What follows belongs to an exercise in optimizing a design on an open flow for small area; a production flow would make more cautious choices. In this exercise RTL edits were held to simulation tests only and were not proved equivalent to the original. Power is estimated from default activity; no workload was simulated.

## design.v

```verilog
`timescale 1ns / 1ps
module flexible_clock(input clk, input rst, output en_1h, output en_10h, output en_1k);
    reg [4:0] c26;       
    reg [11:0] c2500;    
    reg [3:0] c10;       
    wire c26_end = (c26 == 5'h09);
    wire c2500_end = (c2500 == 12'h206);
    wire c10_end = (c10 == 4'h9);
    assign en_1k = (c26 == 5'd0);
    assign en_10h = (c2500 == 12'd0);
    assign en_1h = en_10h && (c10 == 4'd0);
    always @ (posedge clk) begin
        if (rst) begin
            c26 <= 0;
            c2500 <= 0;
            c10 <= 0;
        end else begin
            c26 <= c26_end ? 5'd0 : {c26[3:0], ~(c26[4] ^ c26[2])};
            c2500 <= c2500_end ? 12'd0 : {c2500[10:0], ~(c2500[11] ^ c2500[5] ^ c2500[3] ^ c2500[0])};
            if (c2500_end) c10 <= c10_end ? 4'd0 : {c10[2:0], ~(c10[3] ^ c10[2])};
        end
    end
endmodule
`timescale 1ns / 1ps
module lsfr_32bit(input clk, input rst, input en, output reg [3:0] out);
    reg [31:0] tempOut;
    wire random = tempOut[31] ^ tempOut[21] ^ tempOut[1] ^ tempOut[0];
    wire [4:0] v = {out, 1'b0} + {4'd0, random} + (tempOut[31] ? 5'd7 : 5'd0);
    wire [4:0] v1 = (v >= 5'd22) ? v - 5'd22 : (v >= 5'd11) ? v - 5'd11 : v;
    always @ (posedge clk) begin
        if (rst) begin
            tempOut <= 1;
            out <= 1;
        end else if (en) begin
            tempOut <= {tempOut[30:0], random};
            out <= v1[3:0];
        end
    end
endmodule
`timescale 1ns / 1ps
module lfsr_12(
    input RST,
    input CLK,
    input EN,
    output reg [11:0] Q
    );
    always @ (posedge CLK) begin
        if (RST) begin
            Q <= 0;
        end
        else if (EN) begin
            Q <= { Q[10:6], ~(Q[5]^Q[11]), Q[4], ~(Q[3]^Q[11]), Q[2:0], Q[11] };
        end
    end
endmodule
`timescale 1ns / 1ps
module get_shot_result(
    input rng_rst,
    input en_10hz,
    input clk_25m,
    input [6:0] ball_x,
    output reg scored
    );
    wire [11:0] q;
    lfsr_12 ran_gen (rng_rst, clk_25m, en_10hz, q);
    wire [5:0] s = q[3:0] + q[7:4] + q[11:8];
    reg [2:0] m5;
    always @ (*) begin
        case (s)
            6'd0, 6'd5, 6'd10, 6'd15, 6'd20, 6'd25, 6'd30, 6'd35, 6'd40, 6'd45: m5 = 3'd0;
            6'd1, 6'd6, 6'd11, 6'd16, 6'd21, 6'd26, 6'd31, 6'd36, 6'd41: m5 = 3'd1;
            6'd2, 6'd7, 6'd12, 6'd17, 6'd22, 6'd27, 6'd32, 6'd37, 6'd42: m5 = 3'd2;
            6'd3, 6'd8, 6'd13, 6'd18, 6'd23, 6'd28, 6'd33, 6'd38, 6'd43: m5 = 3'd3;
            default: m5 = 3'd4;
        endcase
    end
    wire [3:0] r10 = (m5[0] == q[0]) ? {1'b0, m5} : {1'b0, m5} + 4'd5;
    reg [3:0] d10;
    always @ (*) begin
        if (ball_x >= 7'd120) d10 = 12;
        else if (ball_x >= 7'd110) d10 = 11;
        else if (ball_x >= 7'd100) d10 = 10;
        else if (ball_x >= 7'd90) d10 = 9;
        else if (ball_x >= 7'd80) d10 = 8;
        else if (ball_x >= 7'd70) d10 = 7;
        else if (ball_x >= 7'd60) d10 = 6;
        else if (ball_x >= 7'd50) d10 = 5;
        else if (ball_x >= 7'd40) d10 = 4;
        else if (ball_x >= 7'd30) d10 = 3;
        else if (ball_x >= 7'd20) d10 = 2;
        else if (ball_x >= 7'd10) d10 = 1;
        else d10 = 0;
    end
    always @ (posedge clk_25m) begin
        scored <= (d10 >= r10);
    end
endmodule
`timescale 1ns / 1ps
module left_right_toggler(
    input btnL,
    input btnR,
    input clk,
    input rst,
    input started,
    output reg [1:0] state
    );
    reg [32:0] debounce_counter;
    wire db_fb = debounce_counter[32] ^ debounce_counter[19] ^ (debounce_counter[31:0] == 32'd0);
    localparam [32:0] DB_2000 = 33'h0768b168;
    always @(posedge clk) begin
      if (rst) begin
        debounce_counter <= 0;
        state <= 0;
      end else begin
        if (btnL || btnR)
            debounce_counter <= {debounce_counter[31:0], db_fb};
        else
            debounce_counter <= 0;
        if (debounce_counter == DB_2000 && !started) begin
            if (btnL && state != 2'd0)
                state <= state - 2'd1;
            else if (btnR && state < 2'd2)
                state <= state + 2'd1;
        end
      end
    end
endmodule
`timescale 1ns / 1ps
module start_screen(
    input [6:0] x,
    input [5:0] y,
    input clk,
    input btnL,
    input btnR,
    input btnC,
    input reset,
    input rst,
    output reg [2:0] oled_data,
    output reg started,
    output reg [1:0] difficulty
    );
    localparam [2:0] black = 3'd0, white = 3'd1, orange = 3'd3, red = 3'd4, green = 3'd5, yellow = 3'd6;
    wire [1:0] difficulty_state;
    left_right_toggler difficulty_menu (.btnL(btnL),.btnR(btnR),.clk(clk),.rst(rst),.state(difficulty_state),.started(started));
    reg [32:0] debounce_counter;
    wire db_fb = debounce_counter[32] ^ debounce_counter[19] ^ (debounce_counter[31:0] == 32'd0);
    localparam [32:0] DB_2000 = 33'h0768b168;
    wire signed [8:0] sx = {2'b00, x};
    wire signed [8:0] sy = {3'b000, y};
    wire [6:0] adx = (x >= 7'd47) ? x - 7'd47 : 7'd47 - x;
    wire [5:0] ady = (y >= 6'd31) ? y - 6'd31 : 6'd31 - y;
    wire [6:0] u = (x < 7'd48) ? x : 7'd95 - x;
    reg circ;
    always @ (*) begin
        case (ady)
            6'd0, 6'd1: circ = (adx == 7'd8) || (u == 7'd20);
            6'd2, 6'd3: circ = (u == 7'd20);
            6'd4: circ = (adx == 7'd7);
            6'd5: circ = (adx == 7'd6);
            6'd6: circ = (adx == 7'd5) || (u == 7'd19);
            6'd7: circ = (adx == 7'd4);
            6'd8: circ = (adx <= 7'd1);
            6'd9: circ = (u == 7'd18);
            6'd12: circ = (u == 7'd16);
            6'd13: circ = (u == 7'd15);
            6'd14: circ = (u == 7'd14);
            6'd15: circ = (u == 7'd13);
            6'd16: circ = (u == 7'd12);
            6'd18: circ = (u == 7'd9);
            6'd19: circ = (u == 7'd6);
            6'd20: circ = (u <= 7'd3);
            default: circ = 1'b0;
        endcase
    end
    wire cline = (x == 7'd47) && y > 9 && y < 52;
    wire keys = (x > 0 && x < 10 && y > 22 && y < 24) || (x > 0 && x < 10 && y > 40 && y < 42) || (x > 8 && x < 11 && y > 22 && y < 42)
             || (x > 85 && x < 95 && y > 22 && y < 24) || (x > 85 && x < 95 && y > 40 && y < 42) || (x > 82 && x < 85 && y > 22 && y < 42);
    wire easy = (x > 30 && x < 37 && ((y > 50 && y < 52) || (y > 54 && y < 56) || (y > 58 && y < 60))) || (x > 30 && x < 33 && y > 50 && y < 60);
    wire signed [8:0] xmy = sx - sy;
    wire [7:0] xpy = x + y;
    wire mdm = (x > 42 && x < 45 && y > 50 && y < 60) || (xmy > -9'sd10 && xmy < -9'sd6 && x > 42 && x < 47)
               || (xpy > 100 && xpy < 104 && x > 47 && x < 52) || (x > 50 && x < 53 && y > 50 && y < 60);
    wire hard = (x > 58 && x < 61 && y > 50 && y < 60) || (x > 65 && x < 68 && y > 50 && y < 60) || (x > 58 && x < 68 && y > 54 && y < 56);
    wire sel = y > 60 && y < 63 && ((x > 30 && x < 37 && difficulty_state == 2'd0) || (x > 42 && x < 53 && difficulty_state == 2'd1)
                                   || (x > 58 && x < 68 && difficulty_state == 2'd2));
    always @ (posedge clk) difficulty <= difficulty_state;
    always @ (posedge clk) begin
      if (rst) begin
        oled_data <= black;
        started <= 0;
        debounce_counter <= 0;
      end else begin
        oled_data <= sel ? black : hard ? red : mdm ? yellow : easy ? green : (cline || circ || keys) ? white : orange;
        if (reset) started <= 0;
        if (started == 0) begin
            if (btnC)
                debounce_counter <= {debounce_counter[31:0], db_fb};
            else
                debounce_counter <= 0;
            if (debounce_counter == DB_2000)
                started <= 1;
        end
      end
    end
endmodule
`timescale 1ns / 1ps
module end_screen(
    input [6:0] x,
    input [5:0] y,
    input clk,
    input btnC,
    input win,
    input reset,
    input rst,
    output reg [2:0] oled_data,
    output reg restart
    );
    localparam [2:0] black = 3'd0, red = 3'd4, green = 3'd5, brown = 3'd7;
    reg [31:0] debounce;
    reg debounce_ge;
    wire db_fb = debounce[31] ^ debounce[21] ^ debounce[1] ^ debounce[0] ^ (debounce[30:0] == 31'd0);
    localparam [31:0] DB_1999 = 32'h91a947ae;    
    localparam [31:0] DB_LAST = 32'h80000000;    
    wire signed [9:0] sx = {3'b000, x};
    wire signed [9:0] sy = {4'b0000, y};
    wire signed [9:0] x2py = 2*sx + sy;
    wire signed [9:0] ym2x = sy - 2*sx;
    wire signed [9:0] ymx = sy - sx;
    wire signed [9:0] ypx = sy + sx;
    wire G = (x > 27 && x < 37 && y > 10 && y < 13) || (x > 27 && x < 30 && y > 10 && y < 20) || (x > 27 && x < 37 && y > 18 && y < 20)
          || (x > 34 && x < 37 && y > 15 && y < 20) || (x > 32 && x < 37 && y > 15 && y < 18);
    wire A = (x2py > 90 && x2py < 96 && x > 37 && x < 42) || (ym2x < -72 && ym2x > -76 && x >= 42 && x < 47)
          || (x > 37 && x < 47 && y > 13 && y < 15);
    wire M = (x > 47 && x < 50 && y > 10 && y < 20) || (x > 54 && x < 57 && y > 10 && y < 20)
          || (ymx < -35 && ymx > -39 && x > 47 && x < 52) || (ypx > 65 && ypx < 69 && x > 52 && x < 57);
    wire E1 = (x > 57 && x < 67 && y > 10 && y < 13) || (x > 57 && x < 60 && y > 10 && y < 20)
           || (x > 57 && x < 67 && y > 14 && y < 17) || (x > 57 && x < 67 && y > 18 && y < 20);
    wire O = (x > 27 && x < 36 && y > 21 && y < 23) || (x > 27 && x < 29 && y > 21 && y < 30)
          || (x > 27 && x < 36 && y > 27 && y < 30) || (x > 34 && x < 36 && y > 21 && y < 30);
    wire V = (ym2x > -54 && ym2x < -50 && x > 36 && x < 42) || (x2py > 112 && x2py < 116 && x > 41 && x < 46);
    wire E2 = (x > 48 && x < 57 && y > 21 && y < 24) || (x > 48 && x < 57 && y > 24 && y < 26)
           || (x > 48 && x < 57 && y > 28 && y < 30) || (x > 48 && x < 50 && y > 21 && y < 30);
    wire R = (x > 58 && x < 67 && y > 21 && y < 24) || (x > 58 && x < 60 && y > 21 && y < 30)
          || (x > 58 && x < 67 && y > 24 && y < 26) || (x > 65 && x < 67 && y > 21 && y < 26)
          || (ymx < -31 && ymx > -35 && x > 58 && x < 67);
    wire W = (ymx > 11 && ymx < 15 && x > 27 && x < 37) || (ypx > 85 && ypx < 89 && x > 37 && x < 47)
          || (ymx > -9 && ymx < -5 && x > 47 && x < 57) || (ypx > 105 && ypx < 109 && x > 57 && x < 67);
    wire L = (x > 45 && x < 49 && y > 40 && y < 50) || (x > 45 && x < 55 && y > 47 && y < 50);
    always @ (posedge clk) begin
        if (win && W) oled_data <= green;
        else if (!win && L) oled_data <= red;
        else if (G || A || M || E1 || O || V || E2 || R) oled_data <= black;
        else oled_data <= brown;
    end
    always @ (posedge clk) begin
      if (rst) begin
        restart <= 0;
        debounce <= 0;
        debounce_ge <= 0;
      end else begin
        if (reset) begin
            if (btnC) begin
                debounce <= {debounce[30:0], db_fb};
                if (debounce == DB_1999) debounce_ge <= 1;
                else if (debounce == DB_LAST) debounce_ge <= 0;
            end else begin
                debounce <= 0;
                debounce_ge <= 0;
            end
            if (debounce_ge) restart <= 1;
        end else restart <= 0;
      end
    end
endmodule
`timescale 1ns / 1ps
module score_tracker(
    input show_top_score,
    input clk_25Mhz_seg,
    input rst,
    input en,
    output [6:0] seg,
    output [3:0] an,
    input [5:0] score_player,
    input [5:0] score_ai
    );
    reg [5:0] highScore;
    reg [2:0] an_state;
    reg [3:0] seg_digit;
    reg [2:0] an_pos;
    wire [5:0] v;
    reg [3:0] v_tens;
    reg [5:0] v_units;
    always @ (*) begin
        if (v >= 6'd60) begin v_tens = 4'd6; v_units = v - 6'd60; end
        else if (v >= 6'd50) begin v_tens = 4'd5; v_units = v - 6'd50; end
        else if (v >= 6'd40) begin v_tens = 4'd4; v_units = v - 6'd40; end
        else if (v >= 6'd30) begin v_tens = 4'd3; v_units = v - 6'd30; end
        else if (v >= 6'd20) begin v_tens = 4'd2; v_units = v - 6'd20; end
        else if (v >= 6'd10) begin v_tens = 4'd1; v_units = v - 6'd10; end
        else begin v_tens = 4'd0; v_units = v; end
    end
    reg [6:0] seg_r;
    always @ (*) begin
        case (seg_digit)
            4'd0: seg_r = 7'b1000000;
            4'd1: seg_r = 7'b1111001;
            4'd2: seg_r = 7'b0100100;
            4'd3: seg_r = 7'b0110000;
            4'd4: seg_r = 7'b0011001;
            4'd5: seg_r = 7'b0010010;
            4'd6: seg_r = 7'b0000010;
            4'd7: seg_r = 7'b1111000;
            4'd8: seg_r = 7'b0000000;
            4'd9: seg_r = 7'b0010000;
            default: seg_r = 7'b1111111;
        endcase
    end
    assign seg = seg_r;
    wire top_digit = show_top_score ? (an_state == 3'd2 || an_state == 3'd1) : !an_state[2];
    assign v = show_top_score ? highScore : an_state[1] ? score_player : score_ai;
    wire tens = show_top_score ? an_state[1] : an_state[0];
    assign an = an_pos[2] ? 4'b1111 : ~(4'b0001 << an_pos[1:0]);
    always @ (posedge clk_25Mhz_seg) begin
      if (rst) begin
        seg_digit <= 4'd15;
        an_pos <= 3'd4;
        highScore <= 0;
        an_state <= 3;
      end else if (en) begin
        an_state <= an_state - 1;
        if (score_player > highScore) highScore <= score_player;
        if (top_digit) begin
            seg_digit <= tens ? v_tens : v_units[3:0];
            an_pos <= {1'b0, an_state[1:0]};
        end
      end
    end
endmodule
`timescale 1ns / 1ps
module display_bball_court(
    input [6:0] x,
    input [5:0] y,
    input clk,
    input rst,
    output reg [2:0] oled_data
    );
    localparam [2:0] black = 3'd0, white = 3'd1, blue = 3'd2, orange = 3'd3, red = 3'd4;
    always @ (posedge clk) begin
      begin
        if (x > 93 && y > 40 && y <= 60) oled_data <= white;
        else if (x > 93 && y > 30 && y <= 40) oled_data <= black;
        else if (x > 89 && y > 38 && y < 42) oled_data <= red;
        else if (y > 60) oled_data <= orange;
        else if (x < 2 && y > 40) oled_data <= white;
        else if (x < 2 && y > 30) oled_data <= black;
        else if (x < 6 && y > 38 && y < 42) oled_data <= red;
        else oled_data <= blue;
      end
    end
endmodule
`timescale 1ns / 1ps
module dunk_animation(
    input [6:0] x,
    input [5:0] y,
    input clk,
    input run,
    input rst,
    output reg [2:0] oled_data,
    output reg [1:0] animation_frame
    );
    localparam [2:0] black = 3'd0, white = 3'd1, blue = 3'd2, orange = 3'd3, red = 3'd4;
    reg [12:0] frame_rate_counter;
    wire wrap = (frame_rate_counter == 13'h6c1);
    wire [1:0] frame_next = run ? (wrap ? animation_frame + 2'd1 : animation_frame) : 2'd0;
    wire [1:0] f = run ? animation_frame : 2'd0;
    reg ball;
    always @ (*) begin
        case (f)
            2'd0: ball = x > 35 && x < 45 && y > 0 && y < 10;
            2'd1: ball = x > 35 && x < 45 && y > 10 && y < 20;
            2'd2: ball = x > 35 && x < 45 && y > 20 && y < 30;
            default: ball = x > 35 && x < 45 && y > 30 && y < 40;
        endcase
    end
    wire hoop_red = x > 30 && x < 50 && y > 20 && y < 25;
    wire hoop_black = (x > 50 && x < 53 && y > 0 && y < 22) || (x > 48 && x < 50 && y > 22 && y < 40)
                   || (x > 40 && x < 43 && y > 22 && y < 40) || (x > 30 && x < 33 && y > 22 && y < 40)
                   || (x > 30 && x < 53 && y > 28 && y < 30) || (x > 30 && x < 53 && y > 34 && y < 37);
    wire hoop_white = x > 50 && x < 53 && y > 22 && y < 63;
    always @ (posedge clk) begin
      begin
        frame_rate_counter <= (run && !wrap) ? {frame_rate_counter[11:0], ~(frame_rate_counter[12] ^ frame_rate_counter[3] ^ frame_rate_counter[2] ^ frame_rate_counter[0])} : 0;
        animation_frame <= frame_next;
        oled_data <= hoop_red ? red : hoop_black ? black : hoop_white ? white : ball ? orange : blue;
      end
    end
endmodule
`timescale 1ns / 1ps
module miss_animation(
    input [6:0] x,
    input [5:0] y,
    input clk,
    input run,
    input rst,
    output reg [2:0] oled_data,
    output reg [1:0] animation_frame
    );
    localparam [2:0] black = 3'd0, white = 3'd1, blue = 3'd2, orange = 3'd3, red = 3'd4;
    reg [13:0] frame_rate_counter;
    wire wrap = (frame_rate_counter == 14'h3ff3);
    wire [1:0] frame_next = run ? (wrap ? animation_frame + 2'd1 : animation_frame) : 2'd0;
    wire [1:0] f = frame_next;
    reg ball;
    always @ (*) begin
        case (f)
            2'd0: ball = x > 5 && x < 15 && y > 10 && y < 20;
            2'd1: ball = x > 15 && x < 25 && y > 0 && y < 10;
            2'd2: ball = x > 25 && x < 35 && y > 10 && y < 20;
            default: ball = x > 15 && x < 25 && y > 0 && y < 10;
        endcase
    end
    wire hoop_red = x > 30 && x < 50 && y > 20 && y < 25;
    wire hoop_black = (x > 50 && x < 53 && y > 0 && y < 22) || (x > 48 && x < 50 && y > 22 && y < 40)
                   || (x > 40 && x < 43 && y > 22 && y < 40) || (x > 30 && x < 33 && y > 22 && y < 40)
                   || (x > 30 && x < 53 && y > 28 && y < 30) || (x > 30 && x < 53 && y > 34 && y < 37);
    wire hoop_white = x > 50 && x < 53 && y > 22 && y < 63;
    always @ (posedge clk) begin
      begin
        frame_rate_counter <= (run && !wrap) ? {frame_rate_counter[12:0], ~(frame_rate_counter[13] ^ frame_rate_counter[4] ^ frame_rate_counter[2] ^ frame_rate_counter[0])} : 0;
        animation_frame <= frame_next;
        oled_data <= hoop_red ? red : hoop_black ? black : hoop_white ? white : ball ? orange : blue;
      end
    end
endmodule
`timescale 1ns / 1ps
module score_animation(
    input [6:0] x,
    input [5:0] y,
    input clk,
    input run,
    input rst,
    output reg [2:0] oled_data,
    output reg [1:0] animation_frame
    );
    localparam [2:0] black = 3'd0, white = 3'd1, blue = 3'd2, orange = 3'd3, red = 3'd4;
    reg [13:0] frame_rate_counter;
    wire wrap = (frame_rate_counter == 14'h3ff3);
    wire [1:0] frame_next = run ? (wrap ? animation_frame + 2'd1 : animation_frame) : 2'd0;
    wire [1:0] f = frame_next;
    reg ball;
    always @ (*) begin
        case (f)
            2'd0: ball = x > 15 && x < 25 && y > 10 && y < 20;
            2'd1: ball = x > 25 && x < 35 && y > 0 && y < 10;
            2'd2: ball = x > 35 && x < 45 && y > 10 && y < 20;
            default: ball = x > 35 && x < 45 && y > 30 && y < 40;
        endcase
    end
    wire hoop_red = x > 30 && x < 50 && y > 20 && y < 25;
    wire hoop_black = (x > 50 && x < 53 && y > 0 && y < 22) || (x > 48 && x < 50 && y > 22 && y < 40)
                   || (x > 40 && x < 43 && y > 22 && y < 40) || (x > 30 && x < 33 && y > 22 && y < 40)
                   || (x > 30 && x < 53 && y > 28 && y < 30) || (x > 30 && x < 53 && y > 34 && y < 37);
    wire hoop_white = x > 50 && x < 53 && y > 22 && y < 63;
    always @ (posedge clk) begin
      begin
        frame_rate_counter <= (run && !wrap) ? {frame_rate_counter[12:0], ~(frame_rate_counter[13] ^ frame_rate_counter[4] ^ frame_rate_counter[2] ^ frame_rate_counter[0])} : 0;
        animation_frame <= frame_next;
        oled_data <= hoop_red ? red : hoop_black ? black : hoop_white ? white : ball ? orange : blue;
      end
    end
endmodule
`timescale 1ns / 1ps
module player(
    input signed [7:0] dx,
    input signed [6:0] dy,
    input clk,
    input rst,
    output reg [1:0] oled_data
    );
    wire inx = dx >= 0 && dx <= 2;
    always @(posedge clk) begin
        if (rst) oled_data <= 2'd0;
        else if (inx && dy >= 0 && dy <= 2) oled_data <= 2'd1;
        else if (inx && dy >= 3 && dy <= 7) oled_data <= 2'd2;
    end
endmodule
`timescale 1ns / 1ps
module Top_Student (input clk, input rst, input btnC, btnU, btnL, btnR, btnD, input [12:0] pixel_index,
    output reg [15:0] pixel_data, output reg [9:0] led, output [6:0] seg, output [3:0] an);
    wire clk_25m = clk;
    wire en_1h;
    wire en_10h;
    wire en_1k;
    localparam [3:0] C_BLACK = 4'd0, C_ORANGE = 4'd11;
    reg [3:0] oled_data;
    always @ (*) begin
        case (oled_data)
            4'd0: pixel_data = 16'b00000_000000_00000;
            4'd1: pixel_data = 16'b11111_111111_11111;
            4'd2: pixel_data = 16'b00001_101011_11010;
            4'd3: pixel_data = 16'b11101_011110_00001;
            4'd4: pixel_data = 16'b11100_000111_00010;
            4'd5: pixel_data = 16'b00010_100101_00001;
            4'd6: pixel_data = 16'b11010_110110_00001;
            4'd7: pixel_data = 16'b10100_011001_00001;
            4'd8: pixel_data = 16'b11110_110101_10101;
            4'd9: pixel_data = 16'b00000_000000_11111;
            4'd10: pixel_data = 16'b00000_111111_00000;
            default: pixel_data = 16'b11111_100000_00000;
        endcase
    end
    wire [7:0] h = pixel_index[12:5];
    reg [5:0] row;
    reg [1:0] hm3;
    always @ (*) begin
        row = h / 3;
        hm3 = h - 3 * row;
    end
    wire [6:0] col = {hm3, pixel_index[4:0]};
    reg [5:0] game_timer;
    wire [2:0] start_screen_data;
    wire [2:0] end_screen_data;
    wire [2:0] bball_court_data;
    wire [2:0] scored_screen_data;
    wire [2:0] missed_screen_data;
    wire [2:0] dunked_screen_data;
    wire game_started;
    wire game_restart;
    wire [25:0] gravity = 90;
    wire [5:0] arc_max_height = (63 - 40);
    reg [10:0] player_speed;    
    wire ps_end = (player_speed == 11'h7ef);
    reg [6:0] ball_initial_grav;    
    reg [5:0] player_row;
    reg [5:0] player_row_cur;  
    reg [6:0] player_col;
    wire [5:0] hoop_height = (63 - 20);
    wire [6:0] hoop_width = 3;
    wire [5:0] player_jump_max_height = 20;
    reg [4:0] player_curr_jump;
    wire [3:0] player_height = 8;
    wire [1:0] player_width = 2;
    reg [5:0] player_hand_row;
    wire [1:0] ball_height = 1;
    wire [1:0] ball_width = 1;
    reg [6:0] ball_col;
    reg [5:0] ball_posvert_difference;
    reg [5:0] ball_negvert_difference;
    reg [6:0] initial_ball_col;
    reg [6:0] initial_ball_row;
    reg [5:0] ball_posvert_counter;
    reg [11:0] ball_row;
    reg [6:0] distance_to_basket;
    reg is_shot;
    reg playerHasBall;
    reg player_is_jumping;
    reg [25:0] player_jump_speed;
    reg [4:0] player_grav;          
    reg [7:0] ball_grav;            
    wire [11:0] player_grav_v = 12'd10 + player_grav * 7'd90;
    wire [14:0] ball_grav_v = 15'd1 + ball_grav * 7'd90;
    reg player_direction;  
    reg playerHasScored;
    wire playerHasScoredTemp;
    wire [1:0] aiState;
    wire [1:0] diffLevel;
    wire [6:0] shootingRange;
    wire [6:0] defendRange;
    wire [6:0] attackRange;
    wire [6:0] aggressiveness;
    wire isAggressive;
    wire canSteal;
    wire [2:0] stealChance;
    reg aiHasBall, isLooseBall, reset, canScore;
    reg aiDirection;  
    reg [6:0] aiLeft;
    wire [6:0] aiRight = aiLeft + 7'd2;    
    reg [5:0] aiTop;
    wire [5:0] aiBottom = aiTop + 6'd8;    
    reg [6:0] aiDistanceToBasket;
    reg aiShotBall;
    wire aiHasScored;
    reg aiIsJumping;
    reg aiShotResult;
    wire [5:0] aiMaxJumpHeight;
    reg [5:0] aiCurrHeight;
    reg [25:0] aiJumpSpeed;
    reg [25:0] aiGrav;
    reg [31:0] counter;
    wire [3:0] randomCounter;
    wire [31:0] aiSpeed;
    wire [31:0] boost;
    parameter defending = 2'b00;
    parameter attacking = 2'b01;
    parameter shooting = 2'b10;
    parameter waiting = 2'b11;
    parameter easy = 2'b00;
    parameter normal = 2'b01;
    parameter hard = 2'b10;
    parameter left = 1;
    parameter right = 0;
    reg [31:0] ballSpeed;
    reg [5:0] aiScore;
    reg [5:0] playerScore;
    reg outcome;  
    reg game_end;
    reg resetGame;
    reg isDunkAni;
    reg isShootAni;
    reg isMissAni;
    wire [1:0] dunkFrame;
    wire [1:0] missFrame;
    wire [1:0] shootFrame;
    wire [1:0] player_data;
    wire [1:0] ai_data;
    wire [3:0] player_code = {|player_data, 2'b00, player_data[1]};    
    wire [3:0] ai_code = {|ai_data, 1'b0, ai_data[1], 1'b0};            
    reg playerShotResult;
    reg playerShotPos_gt85;    
    flexible_clock time_base (.clk(clk), .rst(rst), .en_1h(en_1h), .en_10h(en_10h), .en_1k(en_1k));
    lsfr_32bit ai_rng_unit (.clk(clk), .rst(rst), .en(en_1h), .out(randomCounter));
    start_screen start_unit (.x(col), .y(row), .clk(clk), .rst(rst), .btnL(btnL), .btnR(btnR), .btnC(btnD), .oled_data(start_screen_data),
                             .started(game_started), .difficulty(diffLevel), .reset(resetGame));
    end_screen end_unit (.x(col), .y(row), .clk(clk), .rst(rst), .btnC(btnD), .win(outcome), .oled_data(end_screen_data), .restart(game_restart), .reset(game_end));
    score_tracker score_tracker_unit (.show_top_score(!game_started), .clk_25Mhz_seg(clk), .rst(rst), .en(en_1k), .seg(seg[6:0]), .an(an), .score_player(playerScore), .score_ai(aiScore));
    get_shot_result score_unit (.rng_rst(rst), .en_10hz(en_10h), .clk_25m(clk), .ball_x(player_col), .scored(playerHasScoredTemp));
    display_bball_court bball_court (.x(col), .y(row), .clk(clk), .rst(rst), .oled_data(bball_court_data));
    dunk_animation dunk (.x(col), .y(row), .clk(clk), .rst(rst), .run(isDunkAni), .oled_data(dunked_screen_data), .animation_frame(dunkFrame));
    miss_animation miss (.x(col), .y(row), .clk(clk), .rst(rst), .run(isMissAni), .oled_data(missed_screen_data), .animation_frame(missFrame));
    score_animation score (.x(col), .y(row), .clk(clk), .rst(rst), .run(isShootAni), .oled_data(scored_screen_data), .animation_frame(shootFrame));
    player player_unit (.dx(dc_p), .dy(dr_p), .clk(clk), .rst(rst), .oled_data(player_data));
    player ai_unit (.dx(dc_a), .dy(dr_a), .clk(clk), .rst(rst), .oled_data(ai_data));
    wire signed [7:0] dc_p = $signed({1'b0, col}) - $signed({1'b0, player_col});
    wire signed [6:0] dr_p = $signed({1'b0, row}) - $signed({1'b0, player_row});
    wire signed [6:0] dr_h = $signed({1'b0, row}) - $signed({1'b0, player_hand_row});
    wire signed [7:0] dc_a = $signed({1'b0, col}) - $signed({1'b0, aiLeft});
    wire signed [6:0] dr_a = $signed({1'b0, row}) - $signed({1'b0, aiTop});
    wire signed [7:0] dc_ar = $signed({1'b0, col}) - $signed({1'b0, aiRight});
    wire signed [7:0] dc_b = $signed({1'b0, col}) - $signed({1'b0, ball_col});
    wire signed [12:0] dr_b = $signed({7'd0, row}) - $signed({1'b0, ball_row});
    wire in_player = dr_p >= 0 && dr_p <= 8 && dc_p >= 0 && dc_p <= 2;
    wire in_hand_r = dr_h >= 0 && dr_h <= 1 && dc_p >= 2 && dc_p <= 3;
    wire in_hand_l = dr_h >= 0 && dr_h <= 1 && dc_p >= -1 && dc_p <= 0;
    wire in_ball = dr_b >= 0 && dr_b <= 1 && dc_b >= 0 && dc_b <= 1;                     
    wire ai_rows = aiTop <= 6'd55 && dr_a >= 0 && dr_a <= 8;                              
    wire in_ai = ai_rows && aiLeft <= 7'd125 && dc_a >= 0 && dc_a <= 2;                    
    wire in_ai_wide = ai_rows && aiLeft >= 7'd1 && aiLeft <= 7'd125 && dc_a >= -1 && dc_a <= 3;
    wire ai_hand_rows = dr_a >= 2 && dr_a <= 3;
    wire in_ai_hand_l = ai_hand_rows && aiLeft >= 7'd1 && dc_a >= -1 && dc_a <= 0;
    wire in_ai_hand_r = ai_hand_rows && dc_ar >= 0 && dc_ar <= 1;
    wire signed [9:0] p_bound = $signed({3'd0, distance_to_basket[6:1]}) + $signed({3'd0, initial_ball_col}) + $signed({4'd0, ball_negvert_difference[5:1]}) - $signed({4'd0, ball_posvert_difference[5:1]});
    wire p_up = p_bound[9] || ($signed({3'd0, ball_col}) < p_bound);
    wire signed [9:0] a_bound = $signed({4'd0, aiDistanceToBasket[6:1]}) - $signed({4'd0, ball_negvert_difference[5:1]}) + $signed({4'd0, ball_posvert_difference[5:1]});
    wire a_up = !a_bound[9] && ($signed({3'd0, ball_col}) > a_bound);
    wire cnt_hi = |counter[31:11];
    wire [10:0] cnt_lo = counter[10:0];
    wire ai_move_def = cnt_hi || (diffLevel == 2'd1 ? cnt_lo >= 11'd1033 : diffLevel == 2'd2 ? cnt_lo >= 11'd833 : cnt_lo >= 11'd1233);
    wire ai_move_att = cnt_hi || (diffLevel == 2'd1 ? (isAggressive ? cnt_lo >= 11'd983 : cnt_lo >= 11'd1033) :
                                  diffLevel == 2'd2 ? (isAggressive ? cnt_lo >= 11'd733 : cnt_lo >= 11'd833) : cnt_lo >= 11'd1233);
    wire ai_shoot_cond = (diffLevel == 2'd1 ? aiLeft <= 7'd50 : diffLevel == 2'd2 ? aiLeft <= 7'd55 : aiLeft <= 7'd40)
                         && (aiLeft < 7'd2 || {1'b0, player_col} + 8'd4 < {1'b0, aiLeft});
    wire ai_dunk_cond = (diffLevel == 2'd1 ? aiLeft <= 7'd15 : diffLevel == 2'd2 ? aiLeft <= 7'd17 : aiLeft <= 7'd12);
    reg led_off, led0_clr;
    wire [25:0] aiGrav_step = aiGrav + (aiIsJumping ? 26'd90 : -26'd90);
    wire ball_up = aiShotBall ? a_up : p_up;
    wire [11:0] ball_row_step = ball_row + (ball_up ? 12'hfff : 12'd1);
    always @ (posedge clk) begin
      if (rst) begin
        game_timer <= 59;
        led_off <= 1;
        led0_clr <= 0;
      end else if (en_1h) begin
        led_off <= 0;
        if (!game_started) begin
            game_timer <= 59;
            led0_clr <= 0;
        end
        else begin
            if (game_timer == 0) led0_clr <= 1;
            if (game_timer > 0) begin
                game_timer <= game_timer - 1;
            end
        end
      end
    end
    always @ (*) begin
        led[0] = !led_off && !led0_clr;
        led[1] = !led_off && game_timer >= 6'd1;
        led[2] = !led_off && game_timer >= 6'd2;
        led[3] = !led_off && game_timer >= 6'd3;
        led[4] = !led_off && game_timer >= 6'd4;
        led[5] = !led_off && game_timer >= 6'd5;
        led[6] = !led_off && game_timer >= 6'd6;
        led[7] = !led_off && game_timer >= 6'd7;
        led[8] = !led_off && game_timer >= 6'd8;
        led[9] = !led_off && game_timer >= 6'd9;
    end
    always @ (posedge clk) player_hand_row <= player_row + 2;
    always @ (posedge clk_25m) begin
      player_row_cur = player_row;
      if (rst) begin
        player_speed <= 0;
        ball_initial_grav <= 0;
        player_row <= 52;
        player_col <= 15;
        player_curr_jump <= 0;
        ball_col <= 0;
        ball_posvert_difference <= 0;
        ball_negvert_difference <= 0;
        initial_ball_col <= 0;
        initial_ball_row <= 0;
        ball_posvert_counter <= 0;
        ball_row <= 0;
        distance_to_basket <= 0;
        is_shot <= 0;
        playerHasBall <= 1;
        player_is_jumping <= 0;
        player_jump_speed <= 0;
        player_grav <= 0;
        ball_grav <= 0;
        player_direction <= 0;
        aiLeft <= 90;
        aiTop <= 52;
        aiDistanceToBasket <= 0;
        aiShotBall <= 0;
        aiIsJumping <= 0;
        aiShotResult <= 0;
        aiCurrHeight <= 0;
        aiJumpSpeed <= 0;
        aiGrav <= 0;
        counter <= 0;
        ballSpeed <= 0;
        aiScore <= 0;
        playerScore <= 0;
        outcome <= 0;
        game_end <= 0;
        resetGame <= 0;
        isDunkAni <= 0;
        isShootAni <= 0;
        isMissAni <= 0;
        playerShotResult <= 0;
        playerShotPos_gt85 <= 0;
        playerHasScored <= 0;
        aiHasBall <= 0;
        isLooseBall <= 0;
        reset <= 0;
        canScore <= 0;
        aiDirection <= 0;
        oled_data <= 0;
      end else begin
        counter <= counter + 1;
        player_jump_speed <= (player_jump_speed == {14'd0, player_grav_v}) ? 0 : player_jump_speed + 1;
        ballSpeed <= (ballSpeed == {17'd0, ball_grav_v}) ? 0 : ballSpeed + 1;
        aiJumpSpeed <= (aiJumpSpeed == 10 + aiGrav) ? 0 : aiJumpSpeed + 1;
        player_speed <= ps_end ? 11'd0 : {player_speed[9:0], ~(player_speed[10] ^ player_speed[8])};
        if (~game_started && ~game_end) begin
            oled_data <= {1'b0, start_screen_data};
            resetGame <= 0;
            aiScore <= 0;
            playerScore <= 0;
            reset <= 1;
            playerHasBall <= 1;
            is_shot <= 0;
            aiIsJumping <= 0;
            aiShotBall <= 0;
            aiHasBall <= 0;
            isLooseBall <= 0;
            aiShotResult <= 0;
            ball_grav <= 0;
            player_grav <= 0;
            aiGrav <= 0;
            distance_to_basket <= 0;
            ball_posvert_counter <= 0;
            ball_negvert_difference <= 0;
            ball_posvert_difference <= 0;
            ball_initial_grav <= 0;
            playerShotResult <= 0;
        end
        else if (game_started && !game_end) begin
            if (game_timer == 0 && !is_shot && !aiShotBall && !aiCurrHeight && !player_curr_jump && !aiIsJumping && !player_is_jumping) begin
                outcome <= aiScore > playerScore ? 0 : 1;
                game_end <= 1;
            end
            if (reset) begin
                reset <= 0;
                aiLeft <= 90;
                player_col <= 15;
                isLooseBall <= 0;
                isDunkAni <= 0;
                isShootAni <= 0;
                isMissAni <= 0;
                canScore <= 0;
                aiShotResult <= 0;
                playerShotResult <= 0;
                player_row <= 52;
            end
            if (!reset) begin
                oled_data <= {1'b0, bball_court_data};
                if (in_player) begin
                    oled_data <= player_code;
                end    
                if (in_hand_r && player_direction == 0 && playerHasBall) begin
                    ball_col <= player_col + player_width;
                    initial_ball_col <= ball_col;
                    ball_row <= player_hand_row;
                    initial_ball_row <= ball_row;
                    distance_to_basket <= (95 - ball_col);
                    oled_data <= C_ORANGE;
                end
                else if (in_hand_l && player_direction == 1 && playerHasBall) begin
                    ball_col <= player_col + player_width;
                    initial_ball_col <= ball_col;
                    ball_row <= player_hand_row;
                    initial_ball_row <= ball_row;
                    distance_to_basket <= (95 - ball_col);            
                    oled_data <= C_ORANGE;
                end
                else if (is_shot && in_ball) begin
                    oled_data <= C_ORANGE;
                end
                if (btnR && btnL) begin
                end
                else if (ps_end && btnR) begin
                    player_col <= (player_col + player_width + ball_width == 95) ? 92 : player_col + 1;
                    player_direction <= 0;
                end
                else if (ps_end && btnL) begin
                    player_col <= (player_col - ball_width == 0) ? 1 : player_col - 1;
                    player_direction <= 1;
                end
                if (btnU && player_curr_jump == 0) begin
                    player_is_jumping <= 1;
                end
                if (player_is_jumping) begin
                    if (player_jump_speed == 0) begin
                        player_grav <= player_grav + 5'd1;
                        player_curr_jump <= player_curr_jump + 1;
                        player_row <= (player_row == 0) ? 0 : player_row - 1;
                    end     
                    if (player_curr_jump == player_jump_max_height) begin
                        player_is_jumping <= 0;
                    end
                end
                else if (player_jump_speed == 0 && ~player_is_jumping) begin
                    player_grav <= (player_grav == 0) ? 5'd0 : player_grav - 5'd1;
                    player_row_cur = (player_row + player_height == 60) ? 52 : player_row + 1;
                    player_row <= player_row_cur;
                    if (player_row_cur == 52) begin
                        player_curr_jump <= 0;
                        player_grav <= 0;
                    end
                end
                if (btnC && playerHasBall) begin
                    is_shot <= 1;
                    if (playerHasScoredTemp) begin
                        playerHasScored <= 1;
                        playerShotPos_gt85 <= (player_col + 7'd2) > 7'd85;
                    end else begin
                        playerHasScored <= 0;
                    end
                    playerHasBall <= 0;
                    isLooseBall <= 1;
                    aiHasBall <= 0;
                end
                if (is_shot) begin
                    if (ballSpeed == 0) begin
                        ball_posvert_difference <= (initial_ball_row < hoop_height) ? hoop_height - initial_ball_row : 0;
                        ball_initial_grav <= (initial_ball_row < 7'd43) ? {6'd43 - initial_ball_row[5:0], 1'b0} : 7'd0;
                        ball_negvert_difference <= (initial_ball_row > hoop_height) ? initial_ball_row - hoop_height : 0;
                        if (p_up) begin
                            ball_grav <= ball_initial_grav + ball_posvert_counter;
                            ball_posvert_counter <= ball_posvert_counter + 1;
                            ball_row <= ball_row_step;
                        end
                        else begin
                            ball_grav <= (ball_grav == 0) ? 8'd0 : ball_grav - 8'd1;
                            ball_row <= ball_row_step;                
                        end
                    end
                    if (ps_end) begin
                        ball_col <= (ball_col + ball_width >= 92) ? 92 : ball_col + 1;
                    end
                    if (ball_col >= 92) begin
                        if (playerShotResult == 0) begin
                            playerShotResult <= 1;
                            if (playerHasScored) begin
                                if (playerShotPos_gt85) isDunkAni <= 1;
                                else isShootAni <= 1;
                            end else isMissAni <= 1;
                        end
                        if (dunkFrame == 3 || shootFrame == 3 || missFrame == 3) begin
                            if (dunkFrame == 3 || shootFrame == 3) playerScore <= playerScore + 1;
                            playerHasBall <= 0;
                            aiHasBall <= 1;
                            is_shot <= 0;
                            ball_grav <= 0;
                            ball_posvert_counter <= 0;
                            isLooseBall <= 0;
                            reset <= 1;
                            isDunkAni <= 0;
                            isMissAni <= 0;
                            isShootAni <= 0;
                            playerShotResult <= 0;
                            playerHasScored <= 0;
                            if (game_timer == 0) begin
                                outcome <= aiScore > playerScore ? 0 : 1;
                                game_end <= 1;
                            end
                        end
                    end
                end
                if (~playerHasBall && ~is_shot && ~aiShotBall && btnD && player_row_cur + player_height >= ball_row && player_row_cur <= ball_row + ball_height && player_col <= ball_col + ball_width && player_col + player_width >= ball_col) begin
                    playerHasBall <= 1;
                    aiHasBall <= 0;
                end
                if (aiState == defending) begin
                    if (ai_move_def) begin  
                        counter <= 0;
                        if ((aiLeft < player_col + defendRange && aiRight < 95)) begin  
                            aiLeft <= aiLeft + 1;
                            aiDirection <= right;
                        end else if ((aiLeft > player_col + player_width + defendRange && aiRight > 48) || (player_direction == left && player_col + player_width < 30)) begin
                            aiLeft <= aiLeft - 1;
                            aiDirection <= left;
                        end
                    end
                    if (in_ai) begin  
                        oled_data <= ai_code;
                    end
                    if (canSteal && (aiLeft <= player_col + player_width && aiLeft >= player_col || aiRight <= player_col + player_width && aiRight >= player_col) &&
                        aiTop <= ball_row)  
                    begin
                        playerHasBall <= 0;
                        aiHasBall <= 1;
                    end
                end else if (aiState == attacking) begin
                    if (in_ai_wide) begin  
                        if (in_ai) oled_data <= ai_code;
                        if (aiDirection == left && in_ai_hand_l && ~aiShotBall) begin
                            ball_col <= aiLeft - 1;
                            ball_row <= aiTop + 2;
                            initial_ball_col <= ball_col;
                            aiDistanceToBasket <= ball_col;
                            initial_ball_row <= ball_row;
                            oled_data <= C_ORANGE;
                        end else if (aiDirection == right && in_ai_hand_r && ~aiShotBall) begin
                            ball_col <= aiRight;
                            ball_row <= aiTop + 2;
                            initial_ball_col <= ball_col;
                            aiDistanceToBasket <= ball_col;
                            initial_ball_row <= ball_row;                            
                            oled_data <= C_ORANGE;
                        end
                    end
                    if (ai_move_att) begin  
                        counter <= 0;
                        if (aiLeft < player_col + player_width + attackRange || aiLeft > 80 || player_col + player_width <= 50 || isAggressive) begin
                            aiLeft <= aiLeft - 1;
                            aiDirection <= left;
                        end else begin
                            aiLeft <= aiLeft + 1;
                            aiDirection <= right;
                        end
                    end
                    if (ai_shoot_cond && !isAggressive) begin  
                        canScore <= 1;
                        aiIsJumping <= 1;
                    end
                    else if (ai_dunk_cond) begin
                        canScore <= 1;
                    end
                end else if (aiState == shooting) begin
                    if (ai_dunk_cond) begin  
                        if (aiShotResult == 0) begin
                            aiShotResult <= 1;
                            if (aiHasScored) begin
                                aiScore <= aiScore + 1;
                                isDunkAni <= 1;
                            end else begin
                                isMissAni <= 1;
                            end
                        end
                        if (isDunkAni) oled_data <= {1'b0, dunked_screen_data};
                        else if (isMissAni) oled_data <= {1'b0, missed_screen_data};
                        if (dunkFrame == 3 || missFrame == 3) begin
                            canScore <= 0;
                            playerHasBall <= 1;
                            aiHasBall <= 0;
                            reset <= 1;
                            isDunkAni <= 0;
                            isMissAni <= 0;
                            aiShotResult <= 0;
                            if (game_timer == 0) begin
                                outcome <= aiScore > playerScore ? 0 : 1;
                                game_end <= 1;
                            end
                        end
                    end else begin  
                        if (in_ai) oled_data <= ai_code;
                        if (in_ball) oled_data <= C_ORANGE;
                    end
                end else if (aiState == waiting) begin
                    if (in_ai) oled_data <= ai_code;  
                end
                if (aiIsJumping) begin
                    if (aiJumpSpeed == 0) begin
                        aiGrav <= aiGrav_step;
                        aiTop <= aiTop - 1;
                        ball_row <= aiTop + 2;
                        initial_ball_row <= ball_row;                            
                        ball_col <= aiLeft - 1;
                        aiDistanceToBasket <= ball_col;
                        aiCurrHeight <= aiCurrHeight + 1;
                    end
                    if (aiCurrHeight == aiMaxJumpHeight) begin
                        aiIsJumping <= 0;
                        if (aiHasBall) begin
                            aiShotBall <= 1;
                        end
                    end
                end else if (aiJumpSpeed == 0 && ~aiIsJumping) begin
                    aiGrav <= (aiGrav == 26'd0) ? 26'd0 : aiGrav_step;
                    if (aiTop < 52) begin
                        aiTop <= aiTop + 1;
                    end else begin
                        aiGrav <= 0;
                        aiCurrHeight <= 0;
                    end
                end
                if (aiShotBall) begin
                    if (ballSpeed == 0) begin
                        ball_posvert_difference <= (initial_ball_row < hoop_height) ? hoop_height - initial_ball_row : 0;
                        ball_initial_grav <= (initial_ball_row < 7'd43) ? {6'd43 - initial_ball_row[5:0], 1'b0} : 7'd0;
                        ball_negvert_difference <= (initial_ball_row > hoop_height) ? initial_ball_row - hoop_height : 0;
                        if (a_up) begin
                            ball_grav <= ball_initial_grav + ball_posvert_counter;
                            ball_posvert_counter <= ball_posvert_counter + 1;
                            ball_row <= ball_row_step;
                        end
                        else begin
                            ball_grav <= (ball_grav == 0) ? 8'd0 : ball_grav - 8'd1;
                            ball_row <= ball_row_step;                
                        end
                    end
                    if (ps_end) begin
                        ball_col <= (ball_col == 0) ? 0 : ball_col - 1;
                    end                
                        if (ball_col <= 3) begin
                            if (aiShotResult == 0) begin
                                aiShotResult <= 1;
                                if (aiHasScored) begin
                                    aiScore <= aiScore + 1;
                                    isShootAni <= 1;
                                end else begin
                                    isMissAni <= 1;
                                end
                            end
                            if (shootFrame == 3 || missFrame == 3) begin
                                playerHasBall <= 1;
                                aiHasBall <= 0;
                                aiShotBall <= 0;
                                canScore <= 0;
                                ball_grav <= 0;
                                ball_posvert_counter <= 0;                                
                                reset <= 1;
                                isShootAni <= 0;
                                isMissAni <= 0;
                                aiShotResult <= 0;
                                if (game_timer == 0) begin
                                    outcome <= aiScore > playerScore ? 0 : 1;
                                    game_end <= 1;
                                end
                            end
                        end
                    if (isShootAni) oled_data <= {1'b0, scored_screen_data};
                    else if (isMissAni) oled_data <= {1'b0, missed_screen_data};
                end
                if (is_shot) begin
                    if (isShootAni) oled_data <= {1'b0, scored_screen_data};
                    else if (isDunkAni) oled_data <= {1'b0, dunked_screen_data};
                    else if (isMissAni) oled_data <= {1'b0, missed_screen_data};
                end
            end
        end
        else if (game_end) begin
            oled_data <= {1'b0, end_screen_data};
            if (game_restart) begin
                resetGame <= 1;
                game_end <= 0;
            end
        end
      end
    end
    assign shootingRange = diffLevel == easy ? 40 : diffLevel == normal ? 50 : diffLevel == hard ? 55 : 40;
    assign defendRange = diffLevel == easy ? 7 : diffLevel == normal ? 3 : diffLevel == hard ? 1 : 8;
    assign attackRange = diffLevel == easy ? 8 : diffLevel == normal ? 5 : diffLevel == hard ? 3 : 8;
    assign aiHasScored = canScore ? diffLevel == easy ? randomCounter <= 3 : diffLevel == normal ? randomCounter <= 6 :
                         diffLevel == hard ? randomCounter <= 9 : 0 : 0;
    assign aggressiveness = diffLevel == easy ? 0 : diffLevel == normal ? 3 : diffLevel == hard ? 6 : 0;
    assign isAggressive = diffLevel == easy ? 0 : randomCounter <= aggressiveness ? 1 : 0;
    assign stealChance = diffLevel == easy ? 0 : diffLevel == normal ? 3 : diffLevel == hard ? 6 : 0;
    assign canSteal = diffLevel == easy ? 0 : randomCounter <= stealChance ? 1 : 0;
    assign boost = diffLevel == easy ? 0 : diffLevel == normal ? 50 : diffLevel == hard ? 100 : 0;
    assign aiMaxJumpHeight = diffLevel == easy ? 15 : diffLevel == normal ? 18 : diffLevel == hard ? 22 : 15;
    assign aiSpeed = diffLevel == easy ? 1233 : diffLevel == normal ? 1033 : diffLevel == hard ? 833 : 1233;
    assign aiState = playerHasBall ? defending : aiHasBall ? canScore ? shooting : attacking : isLooseBall ? waiting : defending;
endmodule
```

## flow/run.sh

```bash
#!/bin/bash
# Own layout flow: the standard synthesis, then the combinational logic
# between the registers is re-mapped with a stronger ABC script (registers,
# their names and cell types are kept as the standard synthesis made them),
# then the standard layout from the re-mapped netlist.
set -euo pipefail
W=$(pwd)
P=${FLOW_PLATFORM:-sky130hd}
R=$W/orfs/results/$P/Top_Student/base
L=$W/orfs/logs/$P/Top_Student/base
LIB=$FLOW_HOME/platforms/$P/lib/sky130_fd_sc_hd__tt_025C_1v80.lib
YOSYS=$FLOW_HOME/../tools/install/yosys/bin/yosys
[ -x "$YOSYS" ] || YOSYS=yosys

bash standard.sh synth > std_synth.log 2>&1

cp $R/1_2_yosys.v $W/std_1_2_yosys.v
DU=$(grep -o -- "-dont_use [A-Za-z0-9_]*" $L/1_2_yosys.log | sort -u | tr '\n' ' ')
SEQ="$(grep -o "sky130_fd_sc_hd__[a-z0-9_]*" $W/std_1_2_yosys.v | sort -u | grep -E "__(df|ed|sd|dl)" | tr '\n' ' ') sky130_fd_sc_hd__conb_1"

# reopt ROUND IN SEED...: one ABC run per seed (its deepsyn step is seeded),
# in parallel; the smallest result becomes $W/best_ROUND.v
reopt() {
  local round=$1 in=$2; shift 2
  for S in "$@"; do
    sed -e "s#@LIB@#$LIB#g" -e "s#@DU@#$DU#g" -e "s#@SEQ@#$SEQ#g" -e "s#@IN@#$in#g" \
        -e "s#@OUT@#$W/reopt_${round}_$S.v#g" -e "s#@SEED@#$S#g" $W/flow/reopt.ys.in > $W/reopt_${round}_$S.ys
    $YOSYS -l $W/reopt_${round}_$S.log $W/reopt_${round}_$S.ys > /dev/null 2>&1 &
  done
  wait
  local best="" besta=""
  for S in "$@"; do
    local a
    a=$(grep "Chip area for top module" $W/reopt_${round}_$S.log | tail -1 | awk '{print $NF}')
    [ -n "$a" ] && [ -s $W/reopt_${round}_$S.v ] || continue
    if [ -z "$best" ] || awk "BEGIN{exit !($a < $besta)}"; then best=$S; besta=$a; fi
  done
  echo "round $round: kept ABC run $best, area $besta" >> $W/reopt_choice.log
  cp $W/reopt_${round}_$best.v $W/best_$round.v
  echo "$besta" > $W/best_$round.area
}
reopt 1 $W/std_1_2_yosys.v 1 2 3
reopt 2 $W/best_1.v 4 5 6

FINAL=$W/best_2.v
if awk "BEGIN{exit !($(cat $W/best_1.area) < $(cat $W/best_2.area))}"; then FINAL=$W/best_1.v; fi
echo "using $FINAL" >> $W/reopt_choice.log
cp $FINAL $R/1_2_yosys.v
rm -f $R/1_synth.odb $R/1_synth.sdc
# every port still gets a buffer (buffer_ports in global placement), the
# smallest one, which is plenty for these ports at this clock period
bash standard.sh finish "BUFFER_PORTS_ARGS=-buffer_cell sky130_fd_sc_hd__buf_1" > std_finish.log 2>&1
```

## flow/reopt.ys.in

```
read_liberty -ignore_miss_func @LIB@
read_verilog @IN@
hierarchy -top Top_Student
setattr -mod -set keep_hierarchy 1 @SEQ@
flatten
opt -full
abc -liberty @LIB@ @DU@ -script +strash;&get,-n;&fraig,-x;&put;scorr;dc2;strash;&get,-n;&deepsyn,-T,300,-S,@SEED@;&put;&get,-n;&dch,-f;&nf,-R,1000;&put
opt_clean -purge
hilomap -singleton -hicell sky130_fd_sc_hd__conb_1 HI -locell sky130_fd_sc_hd__conb_1 LO
splitnets
insbuf -buf sky130_fd_sc_hd__buf_4 A X
opt_clean -purge
stat -liberty @LIB@
select Top_Student
write_verilog -noattr -noexpr -nohex -nodec -selected @OUT@
```

## standard.sh

```bash
#!/bin/bash
# synth_recipe.tcl (not shown) runs the flow's synth.tcl, then flattens the netlist and writes it again
# the make line also repeats each setting of config.mk as NAME=value (left out here)
make -C /OpenROAD-flow-scripts/flow DESIGN_CONFIG=/design/flow/config.mk WORK_HOME=/design/flow/orfs CLKGATE_MAP_FILE= SYNTH_SCRIPT=/design/flow/synth_recipe.tcl "${@:-finish}"
```

## config.mk

```make
export PLATFORM = sky130hd
export DESIGN_NAME = Top_Student
export DESIGN_NICKNAME = Top_Student
export VERILOG_FILES = /design/flow/design.v
export SDC_FILE = /design/flow/constraint.sdc
export NUM_CORES = 4
export LEC_CHECK = 0
export CAP_MARGIN = 20
export CORE_MARGIN = 2
export CORE_UTILIZATION = 60
export CTS_CLUSTER_DIAMETER = 100
export CTS_CLUSTER_SIZE = 30
export GPL_TIMING_DRIVEN = 0
export SLEW_MARGIN = 20
```

## constraint.sdc

```tcl
create_clock -name core_clock -period 35.0 [get_ports {clk}]
set_input_delay 7.0000 -clock core_clock [delete_from_list [all_inputs] [get_ports {clk}]]
set_output_delay 7.0000 -clock core_clock [all_outputs]
set_load 0.01 [all_outputs]
```

==> out/results.ini, run 1 <==
[cts]
cts_tree=yes
cts_resized=0
cts_num_sinks=584
cts_htree_levels=1
post_cts.repair.setup_buffers=0
clkSlewWorstSetupHoldPaths_ns=0.12
number_of_buffers_inserted_during_clock_tree_synthesis=27
clock_insertion_delay_worst_skew_ns=0.61
ctsRootBufferMaster=sky130_fd_sc_hd__clkbuf_16
maximum_number_of_buffers_from_clock_root_to_sink=3
cts_hold_buffers_added=0

[floorplanning]
starting_utilization_of_the_core_area_pct=60.4
core_mm2=0.0523
io_pins=57
vertical_die_dimension_um=234
chipWidth_um=234
rows=84
die_area_mm2=0.0545

[power_and_ir_drop]
p_per_area_mw_per_mm2=36.6
irDropWorstVdd_mv=0.0465
pwr-share-seq_pct=55.2
power.net_switching_mw=0.353
power.share.combinational_pct=13.4
finalPower_mw=1.24
intPower_mw=0.888
fraction_of_power_consumed_by_the_clock_network_pct=31.3
power.share.switching_pct=28.4
total_leakage_power_nw=12.2

[cells_and_area]
filler_cell_count=4743
multiInputGateArea_mm2=0.0197
register_area_mm2=0.0117
post_layout_net_count=4168
layout.cell_area.non_filler_mm2=0.0339
fin_util_pct=64.7
layout-area-overhead-vs-synth_pct=7.21
fraction_of_final_layout_cells_with_drive_strength_greater_than_1_pct=1.97

[place]
place.gp.congestion=1.05
placedInstanceArea_mm2=0.0330
place_hpwl_mm=66.5
placement.io_buffers=56
setup_slack_placement_ns=19.42

[timing]
worst_clock_skew_ns=0.0266
grt_setup_unrepaired=no
tightestPinTransition_ns=1.25
period_minus_slack_ns=15.43
final.setup.worst_slack_ns=19.57
max_clock_freq_mhz=64.8
hold_violations=0
timing.final.crit_share_pct=44.1
timing.setup.tns_ns=0
maxSlewHeadroom_pct=16.5
finalSetupViolations=0
final-max-slew-violation-count=0

[detailed_routing]
dr_total_vias=30856
drt_drc_violations_left=0
drtIter0Drc=3323
wl_per_cell_um=18.8
ant_nets=0
post_drt_via_cell_ratio=6.37
totalWireLength_mm=91.1
detail_route.first_pass.iterations=6

[run_status]
run_status=no timing/DRC/antenna violations

[setup_path]
start_kind=input port
critPathRequiredTime_ns=35.50
crit_arrival_ns=15.93
crit_type=input port to flop
capturing_element_type_of_the_critical_path=flop
timing.critical_path.fanout_max=11

[synthesis]
netlist_instances=4047
synth_fp_nets=4067
post_synth.cell_area_avg_um2=7.81
syn-cell-area_mm2=0.0316
ys.warnings.count=14

[hold_path]
hp-class=flop to flop

[global_route]
grt_pass1_vias=27340
first_pass_grt_wire_length_mm=145
grt_use_total_pct=32.5
initial_antenna_violation_count=1
grt_overflow=0
grt_max_degree=37

[job]
cap_violations=0

## path summary, 6_finish.rpt
check | from | to | slack [ns] | depth (start not counted)
hold reg to reg | start_unit.difficulty_menu.state[0] | start_unit.difficulty[0] | 0.44 | 0
hold / removal | start_unit.difficulty_menu.state[0] | start_unit.difficulty[0] | 0.44 | 0
setup / recovery | pixel_index[12] | ball_row[3] | 19.57 | 24
setup reg to reg | player_col[0] | ball_row[3] | 28.19 | 19
## routing by layer
metal | GRT usage (%) | share of wire (%) | up-vias
li1 | - | - | 15111
met1 | 45.8 | 45 | 14284
met2 | 49.5 | 42 | 1215
met3 | 4.91 | 8.0 | 244
met4 | 13.4 | 4.7 | 2
met5 | 0 | 0.014 | -
## layout make-up
class | instances | share of cell area, %
antenna | 1 | 0.00739
sequential | 584 | 34.5
clock buffer | 28 | 2.03
timing repair buffer | 72 | 1.27
clock inverter | 10 | 0.532
multi-input combinational | 3368 | 58.1
tap | 688 | 2.54
inverter | 95 | 1.06
## state kept, by name, indices dropped and copies added (netlist names), 25 cells and up
| register | cells |
|---|---|
| aiGrav | 25 |
| aiJumpSpeed | 26 |
| ai_rng_unit.tempOut | 32 |
| ballSpeed | 32 |
| counter | 32 |
| end_unit.debounce | 32 |
| player_jump_speed | 26 |
| start_unit.debounce_counter | 33 |
| start_unit.difficulty_menu.debounce_counter | 33 |
## critical path: stages
cell	delay (ns)
sky130_fd_sc_hd__buf_1	0.23
sky130_fd_sc_hd__nor2b_1	0.37
sky130_fd_sc_hd__nor2_1	0.27
sky130_fd_sc_hd__nor2_2	0.73
sky130_fd_sc_hd__a21oi_2	0.39
sky130_fd_sc_hd__xnor2_1	0.74
sky130_fd_sc_hd__nor3_1	0.17
sky130_fd_sc_hd__nand2b_1	0.19
sky130_fd_sc_hd__a32o_1	0.33
sky130_fd_sc_hd__o21ai_1	0.47
sky130_fd_sc_hd__nand2_1	0.31
sky130_fd_sc_hd__a32oi_1	1.09
sky130_fd_sc_hd__xnor2_1	0.23
sky130_fd_sc_hd__nand3b_1	0.24
sky130_fd_sc_hd__a21oi_1	0.25
sky130_fd_sc_hd__nand3_1	0.22
sky130_fd_sc_hd__nor2_1	0.30
sky130_fd_sc_hd__nor2_1	0.18
sky130_fd_sc_hd__a21oi_1	0.72
sky130_fd_sc_hd__nor2_1	0.41
sky130_fd_sc_hd__and3_1	0.39
sky130_fd_sc_hd__nor2_1	0.37
sky130_fd_sc_hd__a21oi_1	0.10
sky130_fd_sc_hd__a21o_1	0.19
## stage by stage
step / std cells / hold slack [ns]
3_3_place_gp: 4791 / 0.429
2_1_floorplan: 4047 / 0.376
3_5_place_dp: 4807 / 0.434
6_report: 4846 / 0.443
5_1_grt: 4845 / 0.473
4_1_cts: 4845 / 0.448
## cells in the final DEF, fill, tap and decap left out, types with 94 or more instances in the layout
master	n
sky130_fd_sc_hd__clkinv_1	94
sky130_fd_sc_hd__xnor2_1	215
sky130_fd_sc_hd__nor3_1	212
sky130_fd_sc_hd__nand3_1	106
sky130_fd_sc_hd__and2_0	143
sky130_fd_sc_hd__o21ai_0	307
sky130_fd_sc_hd__nand2_1	433
sky130_fd_sc_hd__a21oi_1	341
sky130_fd_sc_hd__nor2_1	465
sky130_fd_sc_hd__dfxtp_1	584
sky130_fd_sc_hd__a22o_1	143
## power by group through the flow
stage	logic (mW)	registers [mW]	clock network, mW
CTS	0.162	0.685	0.398
floorplan	0.108	0.697	0
global route	0.181	0.687	0.419
detailed placement	0.161	0.701	0
global placement	0.155	0.701	0
finish	0.166	0.686	0.389
==> run 2, diff against run 1 <==
--- a/config.mk
+++ b/config.mk
@@ -9,6 +9,6 @@
 export CORE_MARGIN = 2
 export CORE_UTILIZATION = 60
 export CTS_CLUSTER_DIAMETER = 100
-export CTS_CLUSTER_SIZE = 30
+export CTS_CLUSTER_SIZE = 25
 export GPL_TIMING_DRIVEN = 0
 export SLEW_MARGIN = 20
==> run 2 against run 1 <==
Final cell count hardly changed. Die area stayed put. Critical path depth stayed put. Synthesized cell count stayed put. Clock power hardly changed. First-iteration DRC count is 8.1% lower. Largest power group unchanged. Highest routed layer unchanged.
==> out/results.ini, run 2 <==
[run_status]
run_status=no timing/DRC/antenna violations  ; unchanged

[power_and_ir_drop]
total_leakage_power_nw=12.2  ; about the same
fraction_of_power_consumed_by_the_clock_network_pct=31.3  ; about the same
finalPower_mw=1.24  ; about the same
power.share.switching_pct=27.7  ; was 28.4%
pwr-share-seq_pct=55.2  ; about the same
irDropWorstVdd_mv=0.0501  ; was 0.0465 mV
p_per_area_mw_per_mm2=36.6  ; about the same
power.net_switching_mw=0.344  ; was 0.353 mW
intPower_mw=0.897  ; was 0.888 mW
power.share.combinational_pct=13.4  ; about the same

[cells_and_area]
layout.cell_area.non_filler_mm2=0.0339  ; unchanged
fin_util_pct=64.7  ; unchanged
layout_top_registers=start_unit.debounce_counter: 33 flops, start_unit.difficulty_menu.debounce_counter: 33 flops  ; unchanged
fraction_of_final_layout_cells_with_drive_strength_greater_than_1_pct=1.95  ; was 1.97%
post_layout_net_count=4170  ; was 4,168
mostFrequentLayoutCells=sky130_fd_sc_hd__dfxtp_1, sky130_fd_sc_hd__nor2_1, sky130_fd_sc_hd__nand2_1, sky130_fd_sc_hd__a21oi_1, sky130_fd_sc_hd__o21ai_0  ; unchanged
layout-area-overhead-vs-synth_pct=7.21  ; unchanged
filler_cell_count=4745  ; was 4,743
layout.cells.most_common=sky130_fd_sc_hd__dfxtp_1  ; unchanged
antennaDiodeCount=0  ; was 1

[detailed_routing]
ant_nets=0  ; unchanged
post_drt_via_cell_ratio=6.35  ; was 6.37
dr_total_vias=30740  ; was 30,856
totalWireLength_mm=91.4  ; was 91.1 mm
drt_drc_violations_left=0  ; unchanged
drtIter0Drc=3055  ; was 3,323
detail_route.first_pass.iterations=7  ; was 6
wl_per_cell_um=18.9  ; was 18.8 um

[floorplanning]
io_pins=57  ; unchanged
vertical_die_dimension_um=234  ; unchanged
die_area_mm2=0.0545  ; unchanged
chipWidth_um=234  ; unchanged
starting_utilization_of_the_core_area_pct=60.4  ; unchanged
core_mm2=0.0523  ; unchanged
rows=84  ; unchanged

[setup_path]
crit_path_cell_trace=buf_1 > nor2b_1 > nor2_1 > nor2_2 > a21oi_2 > xnor2_1 > nor3_1 > nand2b_1 > a32o_1 > o21ai_1 > nand2_1 > a32oi_1 > xnor2_1 > nand3b_1 > a21oi_1 > nand3_1 > nor2_1 > nor2_1 > a21oi_1 > nor2_1 > and3_1 > nor2_1 > a21oi_1 > a21o_1  ; unchanged
critPathRequiredTime_ns=35.51  ; was 35.50 ns
capturing_element_type_of_the_critical_path=flop  ; unchanged
timing.critical_path.mode_cell=sky130_fd_sc_hd__nor2_1  ; unchanged
timing.reg2reg.worst_path_depth=19  ; unchanged
timing.critical_path.fanout_max=11  ; unchanged
critPathSlowestCell=sky130_fd_sc_hd__a32oi_1  ; unchanged
reg2reg_to=ball_row[3]  ; unchanged
r2r_slack_ns=28.26  ; was 28.19 ns
worst_path_largest_cell_delay_ns=1.06  ; was 1.09 ns
crit_arrival_ns=15.90  ; was 15.93 ns
start_kind=input port  ; unchanged
crit_type=input port to flop  ; unchanged
cp.buffers_inverters=1  ; unchanged
path_delay_family=simple AND/OR/NAND/NOR gates  ; unchanged
regToRegStartpoint=player_col[0]  ; unchanged

[global_route]
grt_pass1_vias=27419  ; was 27,340
grt_overflow=0  ; unchanged
grt_max_degree=37  ; unchanged
initial_antenna_violation_count=1  ; unchanged
grt_use_total_pct=32.6  ; was 32.5%
groute.layer.met2.usage_pct=49.8  ; was 49.5%
first_pass_grt_wire_length_mm=145  ; about the same
groute.layer.met1.usage_pct=45.9  ; was 45.8%
global_route.peak_usage_layer=met2  ; unchanged
grt.met3_usage_pct=4.80  ; was 4.91%

[hold_path]
min_delay_path_depth=2  ; was 0
worst_hold_path.endpoint=oled_data[1]  ; was start_unit.difficulty[0]
hold_start=end_unit.oled_data[1]  ; was start_unit.difficulty_menu.state[0]
hp-class=flop to flop  ; unchanged

[place]
placement.io_buffers=56  ; unchanged
placedInstanceArea_mm2=0.0330  ; unchanged
setup_slack_placement_ns=19.42  ; unchanged
place_hpwl_mm=66.5  ; unchanged
place.gp.congestion=1.05  ; unchanged

[timing]
final-max-slew-violation-count=0  ; unchanged
worst_clock_skew_ns=0.0237  ; was 0.0266 ns
timing.final.crit_share_pct=44.0  ; was 44.1%
finalSetupViolations=0  ; unchanged
timing.setup.tns_ns=0  ; unchanged
hold_violations=0  ; unchanged
period_minus_slack_ns=15.39  ; was 15.43 ns
grt_setup_unrepaired=no  ; unchanged
final.setup.worst_slack_ns=19.61  ; was 19.57 ns
max_clock_freq_mhz=65.0  ; was 64.8 MHz
tightestPinTransition_ns=1.24  ; was 1.25 ns
maxSlewHeadroom_pct=17.1  ; was 16.5%

[cts]
ctsRootBufferMaster=sky130_fd_sc_hd__clkbuf_16  ; unchanged
cts_resized=0  ; unchanged
number_of_buffers_inserted_during_clock_tree_synthesis=29  ; was 27
clkSlewWorstSetupHoldPaths_ns=0.10  ; was 0.12 ns
post_cts.repair.setup_buffers=0  ; unchanged
clock_insertion_delay_worst_skew_ns=0.62  ; was 0.61 ns
cts_tree=yes  ; unchanged
maximum_number_of_buffers_from_clock_root_to_sink=3  ; unchanged
cts_hold_buffers_added=0  ; unchanged
cts_htree_levels=1  ; unchanged
cts_num_sinks=584  ; unchanged

[synthesis]
synth_fp_nets=4067  ; unchanged
post_synth.cell_area_avg_um2=7.81  ; unchanged
syn-cell-area_mm2=0.0316  ; unchanged
netlist_instances=4047  ; unchanged
ys.warnings.count=14  ; unchanged

[job]
cap_violations=0  ; unchanged

[run 2: power groups by stage]
stage,sequential (mW),combinational [mW],clock (mW)
CTS,0.685,0.162,0.399
finish,0.686,0.167,0.389
global route,0.687,0.181,0.420
global placement,0.701,0.155,0
detailed placement,0.701,0.161,0
floorplan,0.697,0.108,0
[run 2: worst register-to-register path, stage by stage (launching register included)]
cell                       delay (ns)
sky130_fd_sc_hd__dfxtp_1         0.75
sky130_fd_sc_hd__clkinv_1        0.52
sky130_fd_sc_hd__nor2_1          0.33
sky130_fd_sc_hd__a21oi_1         0.08
sky130_fd_sc_hd__a211o_1         0.30
sky130_fd_sc_hd__o22ai_1         0.19
sky130_fd_sc_hd__o21ai_0         0.14
sky130_fd_sc_hd__o32ai_1         0.18
sky130_fd_sc_hd__xnor2_1         0.17
sky130_fd_sc_hd__xnor2_1         0.17
sky130_fd_sc_hd__nor4bb_1        0.40
sky130_fd_sc_hd__nor2b_1         0.30
sky130_fd_sc_hd__a21oi_1         0.17
sky130_fd_sc_hd__or4_1           0.77
sky130_fd_sc_hd__a21oi_1         0.72
sky130_fd_sc_hd__nor2_1          0.40
sky130_fd_sc_hd__and3_1          0.39
sky130_fd_sc_hd__nor2_1          0.36
sky130_fd_sc_hd__a21oi_1         0.10
sky130_fd_sc_hd__a21o_1          0.19
[run 2: how the worst max path moves through the flow]
stage	from	to	slack, ns	cells after the start
after global routing	pixel_index[12]	ball_row[6]	19.32	26
final	pixel_index[12]	ball_row[3]	19.61	24
after CTS	pixel_index[12]	ball_row[3]	20.07	24
after detailed placement	pixel_index[12]	ball_row[6]	19.42	25
after global placement	pixel_index[11]	ball_row[3]	15.20	23
after floorplan	pixel_index[11]	ball_row[3]	20.61	22
[run 2: area by class of cell]
class,instances,area (um2),share of cell area [%]
inverter,95,358,1.06
clock buffer,29,726,2.14
sequential,584,11700,34.5
clock inverter,7,144,0.425
multi-input combinational,3368,19700,58.1
timing repair buffer,72,430,1.27
tap,688,861,2.54
[run 2: routing by layer]
layer  share of wire (%)  wire (um)  vias up
met5               0.014         13        -
met4                 4.6       4250        2
met3                 8.3       7600      239
met2                  42      38300     1215
met1                  45      41200    14182
li1                    -          -    15102
[run 2: metrics by stage]
stage | instances | hold slack (ns)
floorplan | 4047 | 0.376
global placement | 4791 | 0.429
detailed placement | 4807 | 0.434
CTS | 4843 | 0.448
global route | 4843 | 0.469
finish | 4843 | 0.448

Re-timed with assumed drivers on the ports (clkbuf_16 on the clock, buf_2 on other inputs), run 2 has 19.639 ns of setup slack against 19.612 ns with ideal ports, and 18.972 ns once port delays also move by the mid clock arrival of 0.667 ns.
